Background: an optimization exercise with open tools, aiming at small area. Do not read the settings as production practice.
At most, simulation tests tie the RTL to the original design; equivalence was not proved.
Power is estimated from default activity; no workload was simulated.

==> inputs of run a <==
==> flow/design.v <==
module Register
#(
	parameter WORD_LENGTH = 32
)
(
	input enable,
	input enable_n,
	input [WORD_LENGTH-1 : 0] Data_Input,
	input [WORD_LENGTH-1 : 0] Data_Current,
	output [WORD_LENGTH-1 : 0] Data_Next
);
assign Data_Next = (Data_Input & {WORD_LENGTH{enable}}) | (Data_Current & {WORD_LENGTH{enable_n}});
endmodule
module Mux32to1
#(
	parameter WORD_LENGTH = 32
)
(
	input [31:0] Select_n,
	input [32*WORD_LENGTH-1 : 0] Data_n,
	output [WORD_LENGTH-1 : 0] Mux_Output
);
genvar b, j;
generate
	for (b = 0; b < WORD_LENGTH; b = b + 1) begin : Bit
		wire [15:0] pair_n;
		wire [3:0] group;
		for (j = 0; j < 16; j = j + 1) begin : Pair
			OAI22 Gate (
				.A1(Data_n[(2*j)*WORD_LENGTH + b]), .A2(Select_n[2*j]),
				.B1(Data_n[(2*j+1)*WORD_LENGTH + b]), .B2(Select_n[2*j+1]),
				.Y(pair_n[j])
			);
		end
		for (j = 0; j < 4; j = j + 1) begin : Group
			NOR4 Gate (.A(pair_n[4*j]), .B(pair_n[4*j+1]), .C(pair_n[4*j+2]), .D(pair_n[4*j+3]), .Y(group[j]));
		end
		NAND4 Out (.A(group[0]), .B(group[1]), .C(group[2]), .D(group[3]), .Y(Mux_Output[b]));
	end
endgenerate
endmodule
module OAI22 (input A1, input A2, input B1, input B2, output Y);
assign Y = ~((A1 | A2) & (B1 | B2));
endmodule
module NOR4 (input A, input B, input C, input D, output Y);
assign Y = ~(A | B | C | D);
endmodule
module NAND4 (input A, input B, input C, input D, output Y);
assign Y = ~(A & B & C & D);
endmodule
module Register_File
#(
	parameter WORD_LENGTH = 32,
	parameter NBITS = 5
)
(
	input clk,
	input reset,
	input [NBITS-1 : 0] Read_Reg1,
	input [NBITS-1 : 0] Read_Reg2,
	input [NBITS-1 : 0] Write_Reg,
	input [WORD_LENGTH-1 : 0] Write_Data,
	input Write,
	output [WORD_LENGTH-1 : 0] Read_Data1,
	output [WORD_LENGTH-1 : 0] Read_Data2
);
wire [WORD_LENGTH-1 : 0] Write_Data_n = ~Write_Data;
wire [32*WORD_LENGTH-1 : 0] Words_n;
wire [31:0] Write_Enable;
wire [31:0] Write_Enable_n;
wire [31:0] Select1_n;
wire [31:0] Select2_n;
reg  [31:0] Valid;
genvar i;
generate
	for (i = 0; i < 32; i = i + 1) begin : Register
		reg  [WORD_LENGTH-1 : 0] Data_reg_n;
		wire [WORD_LENGTH-1 : 0] Data_next_n;
		assign Write_Enable[i]   = Write & (Write_Reg == i);
		assign Write_Enable_n[i] = ~Write_Enable[i];
		assign Select1_n[i] = ~(Valid[i] & (Read_Reg1 == i));
		assign Select2_n[i] = ~(Valid[i] & (Read_Reg2 == i));
		Register #(.WORD_LENGTH(WORD_LENGTH)) RegisterUnit (
			.enable(Write_Enable[i]),
			.enable_n(Write_Enable_n[i]),
			.Data_Input(Write_Data_n),
			.Data_Current(Data_reg_n),
			.Data_Next(Data_next_n)
		);
		always @(posedge clk)
			Data_reg_n <= Data_next_n;
		assign Words_n[i*WORD_LENGTH +: WORD_LENGTH] = Data_reg_n;
	end
endgenerate
always @(posedge clk or negedge reset) begin
	if (reset == 1'b0)
		Valid <= 32'd0;
	else
		Valid <= Valid | Write_Enable;
end
Mux32to1 #(.WORD_LENGTH(WORD_LENGTH)) Mux_Read_Register_Number1 (
	.Select_n(Select1_n),
	.Data_n(Words_n),
	.Mux_Output(Read_Data1)
);
Mux32to1 #(.WORD_LENGTH(WORD_LENGTH)) Mux_Read_Register_Number2 (
	.Select_n(Select2_n),
	.Data_n(Words_n),
	.Mux_Output(Read_Data2)
);
endmodule
==> flow/run.sh <==
#!/bin/bash
# synth_recipe.tcl (not shown) runs the flow's synth.tcl, then flattens the netlist and writes it again
# the make line also repeats each setting of config.mk as NAME=value (left out here)
make -C /OpenROAD-flow-scripts/flow DESIGN_CONFIG=/design/flow/config.mk WORK_HOME=/design/flow/orfs CLKGATE_MAP_FILE= SYNTH_SCRIPT=/design/flow/synth_recipe.tcl finish
==> flow/config.mk <==
export PLATFORM = sky130hd
export DESIGN_NAME = Register_File
export DESIGN_NICKNAME = Register_File
export VERILOG_FILES = /design/flow/design.v
export SDC_FILE = /design/flow/constraint.sdc
export NUM_CORES = 4
export LEC_CHECK = 0
export CAP_MARGIN = 20
export CORE_MARGIN = 2
export CORE_UTILIZATION = 40
export SETUP_SLACK_MARGIN = 0.4
export SLEW_MARGIN = 20
export SYNTH_HIERARCHICAL = 1
==> flow/constraint.sdc <==
create_clock -name core_clock -period 6.0 [get_ports {clk}]
set_input_delay 1.2000 -clock core_clock [delete_from_list [all_inputs] [get_ports {clk}]]
set_output_delay 1.2000 -clock core_clock [all_outputs]
set_load 0.01 [all_outputs]
==> run b: changes against run a <==
==> flow/design.v, changed modules only <==
module Mux32to1
#(
	parameter WORD_LENGTH = 32
)
(
	input [31:0] Select_n,
	input [32*WORD_LENGTH-1 : 0] Data_n,
	output [WORD_LENGTH-1 : 0] Mux_Output
);
genvar b, j;
generate
	for (b = 0; b < WORD_LENGTH; b = b + 1) begin : Bit
		wire [15:0] pair;
		for (j = 0; j < 16; j = j + 1) begin : Pair
			OAI22 Gate (
				.A1(Data_n[(2*j)*WORD_LENGTH + b]), .A2(Select_n[2*j]),
				.B1(Data_n[(2*j+1)*WORD_LENGTH + b]), .B2(Select_n[2*j+1]),
				.Y(pair[j])
			);
		end
		OR16 Out (.A(pair), .Y(Mux_Output[b]));
	end
endgenerate
endmodule
module OR16 (input [15:0] A, output Y);
assign Y = |A;
endmodule
// module NOR4 removed
// module NAND4 removed
==> flow/flow/run.sh (new file) <==
#!/bin/bash
# Own layout flow: the standard ORFS flow (standard.sh, unchanged synthesis,
# floorplan, power grid and tap cells) with these changes:
#  - ports are buffered with the smallest buffer (buf_1) instead of the
#    default choice;
#  - clock tree synthesis without dummy loads;
#  - power recovery (downsizing of gates with positive slack) after global
#    routing's timing repair.
# make's full output goes to flow.log in the work folder; each ORFS step also
# writes its own log under orfs/logs/.
set -euo pipefail
bash standard.sh \
  "BUFFER_PORTS_ARGS=-buffer_cell sky130_fd_sc_hd__buf_1" \
  "CTS_ARGS=-sink_clustering_enable -repair_clock_nets -buf_list {sky130_fd_sc_hd__clkbuf_16} -sink_clustering_size 24 -sink_clustering_max_diameter 60 -dont_use_dummy_load" \
  "RECOVER_POWER=100" \
  finish > flow.log 2>&1
==> flow/standard.sh (new file) <==
#!/bin/bash
# synth_recipe.tcl (not shown) runs the flow's synth.tcl, then flattens the netlist and writes it again
# the make line also repeats each setting of config.mk as NAME=value (left out here)
make -C /OpenROAD-flow-scripts/flow DESIGN_CONFIG=/design/flow/config.mk WORK_HOME=/design/flow/orfs CLKGATE_MAP_FILE= SYNTH_SCRIPT=/design/flow/synth_recipe.tcl "${@:-finish}"
Settings changed: CORE_UTILIZATION 40 to 55, CTS_BUF_LIST from default to sky130_fd_sc_hd__clkbuf_4 sky130_fd_sc_hd__clkbuf_8, CTS_CLUSTER_DIAMETER from default to 60, CTS_CLUSTER_SIZE from default to 30, SETUP_SLACK_MARGIN 0.4 to 0.2.
removed: flow/run.sh
==> summary.txt <==
- The run finished, with violations left.
- The layout checks failed on max-capacitance violations, max-slew violations.
- The final number of max-transition violations came to 1048.
- In this run, power in combinational logic comes to approximately 0.0026 W.
- Detailed placement finished with a half-perimeter wire length of 119 mm.
- The data arrival at the endpoint of the critical path is 4610 ps.
- Setup repair after global routing left no endpoint under its margin.
- The number of maximum-capacitance constraint violations is 44.
- A synthesized cell averages 10.9 µm².
- The number of buffers created by CTS is 74.
- The count of TritonRoute iterations in the first routing pass is 9.
- The fraction of final cell area spent on non-clock buffers in this run is 4.57%.
- In this run the cell area measured after placement is 44100 µm².
[end of results for run b]
==> summary.txt <==
- The pre-antenna-repair detailed-routing pass consisted of 7 iterations.
- Of all the cell area in the finished design, non-clock buffers hold 7.63%.
- The detailed placement HPWL is around 120 mm.
- The flow ran to the end and the layout has no timing, DRC or antenna violations.
- The number of buffers created by CTS is roughly 110.
- Data on the critical path arrives at its endpoint at 4550 ps.
- The worst setup path is of the in -> out kind.
- Setup repair after global routing could not meet its margin everywhere.
- Each instance of the synthesized netlist takes up on average 11.3 µm².
- In this run the cell area measured after placement is 47800 µm².
[end of results for run a]
The RTL of run a was laid out without a check of its function.


==> v37: inputs <==
RTL: one of the versions met above, not the one the previous note started from.
Settings: LEC_CHECK=0, CAP_MARGIN=20, CORE_MARGIN=2, CORE_UTILIZATION=55, CTS_BUF_LIST=sky130_fd_sc_hd__clkbuf_4 sky130_fd_sc_hd__clkbuf_8, CTS_CLUSTER_DIAMETER=60, CTS_CLUSTER_SIZE=30, SETUP_SLACK_MARGIN=0.2, SLEW_MARGIN=20, SYNTH_HIERARCHICAL=1; clock period 6.0 ns.
standard.sh (not shown) runs the stock make flow with config.mk's settings and CLKGATE_MAP_FILE= SYNTH_SCRIPT=/design/flow/synth_recipe.tcl, a recipe that flattens the netlist after the stock synthesis.
==> flow/flow/run.sh <==
#!/bin/bash
# Own layout flow: the standard ORFS flow (standard.sh, unchanged synthesis,
# floorplan, power grid and tap cells) with these changes:
#  - ports are buffered with the smallest buffer (buf_1) instead of the
#    default choice;
#  - clock tree synthesis without dummy loads;


# make's full output goes to flow.log in the work folder; each ORFS step also
# writes its own log under orfs/logs/.
set -euo pipefail
bash standard.sh \
  "BUFFER_PORTS_ARGS=-buffer_cell sky130_fd_sc_hd__buf_1" \
  "CTS_ARGS=-sink_clustering_enable -repair_clock_nets -buf_list {sky130_fd_sc_hd__clkbuf_16} -sink_clustering_size 24 -sink_clustering_max_diameter 90 -dont_use_dummy_load" \
  finish > flow.log 2>&1
==> inputs of v27, as changes to v37 <==
==> flow/run.sh (new file) <==
#!/bin/bash
# synth_recipe.tcl (not shown) runs the flow's synth.tcl, then flattens the netlist and writes it again
# the make line also repeats each setting of config.mk as NAME=value (left out here)
make -C /OpenROAD-flow-scripts/flow DESIGN_CONFIG=/design/flow/config.mk WORK_HOME=/design/flow/orfs CLKGATE_MAP_FILE= SYNTH_SCRIPT=/design/flow/synth_recipe.tcl finish
Settings changed: CORE_UTILIZATION 55 to 40, CTS_BUF_LIST sky130_fd_sc_hd__clkbuf_4 sky130_fd_sc_hd__clkbuf_8 to unset, CTS_CLUSTER_DIAMETER 60 to unset, CTS_CLUSTER_SIZE 30 to unset, SETUP_SLACK_MARGIN 0.2 to 0.4.
removed: flow/flow/run.sh
removed: flow/standard.sh
==> flow_summary.yaml <==
status:
  status: "timing/DRC/antenna clean"
power_and_ir_drop:
  powerSeq_uw: 9560
  p_comb_frac: 0.154
  pwr-share-clk: 0.365
timing:
  slew_headroom: 0.1655
floorplanning:
  core.rowCount: 119
  die_area_um2: 108500
  core-area_um2: 105100
cells_and_area:
  syn2layout_area_growth_pct: 20.40
route:
  drt-wirelength-per-cell_um: 34.10
  drt-vias-per-instance: 7.341
  wl_met3_um: 28440
worst_setup_path:
  r2r_start: "Valid[23]"
global_route:
  grt_use_met2: 0.4989
  use_met1: 0.4539
worst_hold_path:
  min_from: "Register[13].Data_reg_n[20]"
cts:
  cts_buffers: 109
[end of results for v27]
==> flow_summary.yaml <==
timing:
  slew_headroom: 0.1459
worst_setup_path:
  arrival_ns: 4.29
  path_common_cell: "buf_1"
  r2r_start: "Valid[20]"
  crit_family: "simple AND/OR/NAND/NOR gates"
  crit_chain: "buf_1 -> and2_1 -> nand3_2 -> buf_4 -> o22ai_1 -> nor4_1 -> nand4_1 -> buf_1"
global_route:
  use_met1: 0.6218
  grt_use_met2: 0.6874
  grt_busiest_layer: "met2"
cells_and_area:
  layout-drive-gt1-share: 0.1090
  final_util: 0.5968
  syn2layout_area_growth_pct: 7.159
floorplanning:
  die_area_um2: 79270
  core.rowCount: 101
route:
  wl_met3_um: 36300
  drt-vias-per-instance: 8.466
  drt-wirelength-per-cell_um: 40.15
status:
  status: "timing/DRC/antenna clean"
cts:
  cts_buffers: 50
worst_hold_path:
  min_from: "Valid[10]"
[end of results for v37]

==> afterwards: timing with drivers on the ports <==
How much do the figures lean on ideal ports? The routed layouts below were timed once more, with nothing changed but the port constraints.
Step 1 (the two cells are an assumption about what drives the block):
set clk [get_ports {clk}]
set_driving_cell -lib_cell sky130_fd_sc_hd__clkbuf_16 $clk
set_driving_cell -lib_cell sky130_fd_sc_hd__buf_2 [delete_from_list [all_inputs] $clk]
Step 2, shift: input delay + t, output delay - t, t = (earliest + latest rising clock arrival at the registers) / 2. This alone moves slack from input paths to output paths.
Slacks: no drivers / after step 1 / after step 2; pairs: no drivers / after step 1.
run | shift t [ns] | setup slack, ns | clock arrival spread, ns | cell pins on the clock port's net
run a | 0.787 | 0.253 / 0.152 / 0.152 | 0.027 / 0.028 | 1
run b | 0.722 | 0.188 / 0.149 / -0.116 | 0.090 / 0.090 | 1
v37 | 0.718 | 0.509 / 0.469 / 0.469 | 0.058 / 0.058 | 1
v27 | 0.782 | 0.334 / 0.312 / 0.312 | 0.039 / 0.039 | 1
The setup slack of run b, which loses most, moves by -0.039 ns with the drivers and by -0.304 ns with both steps.
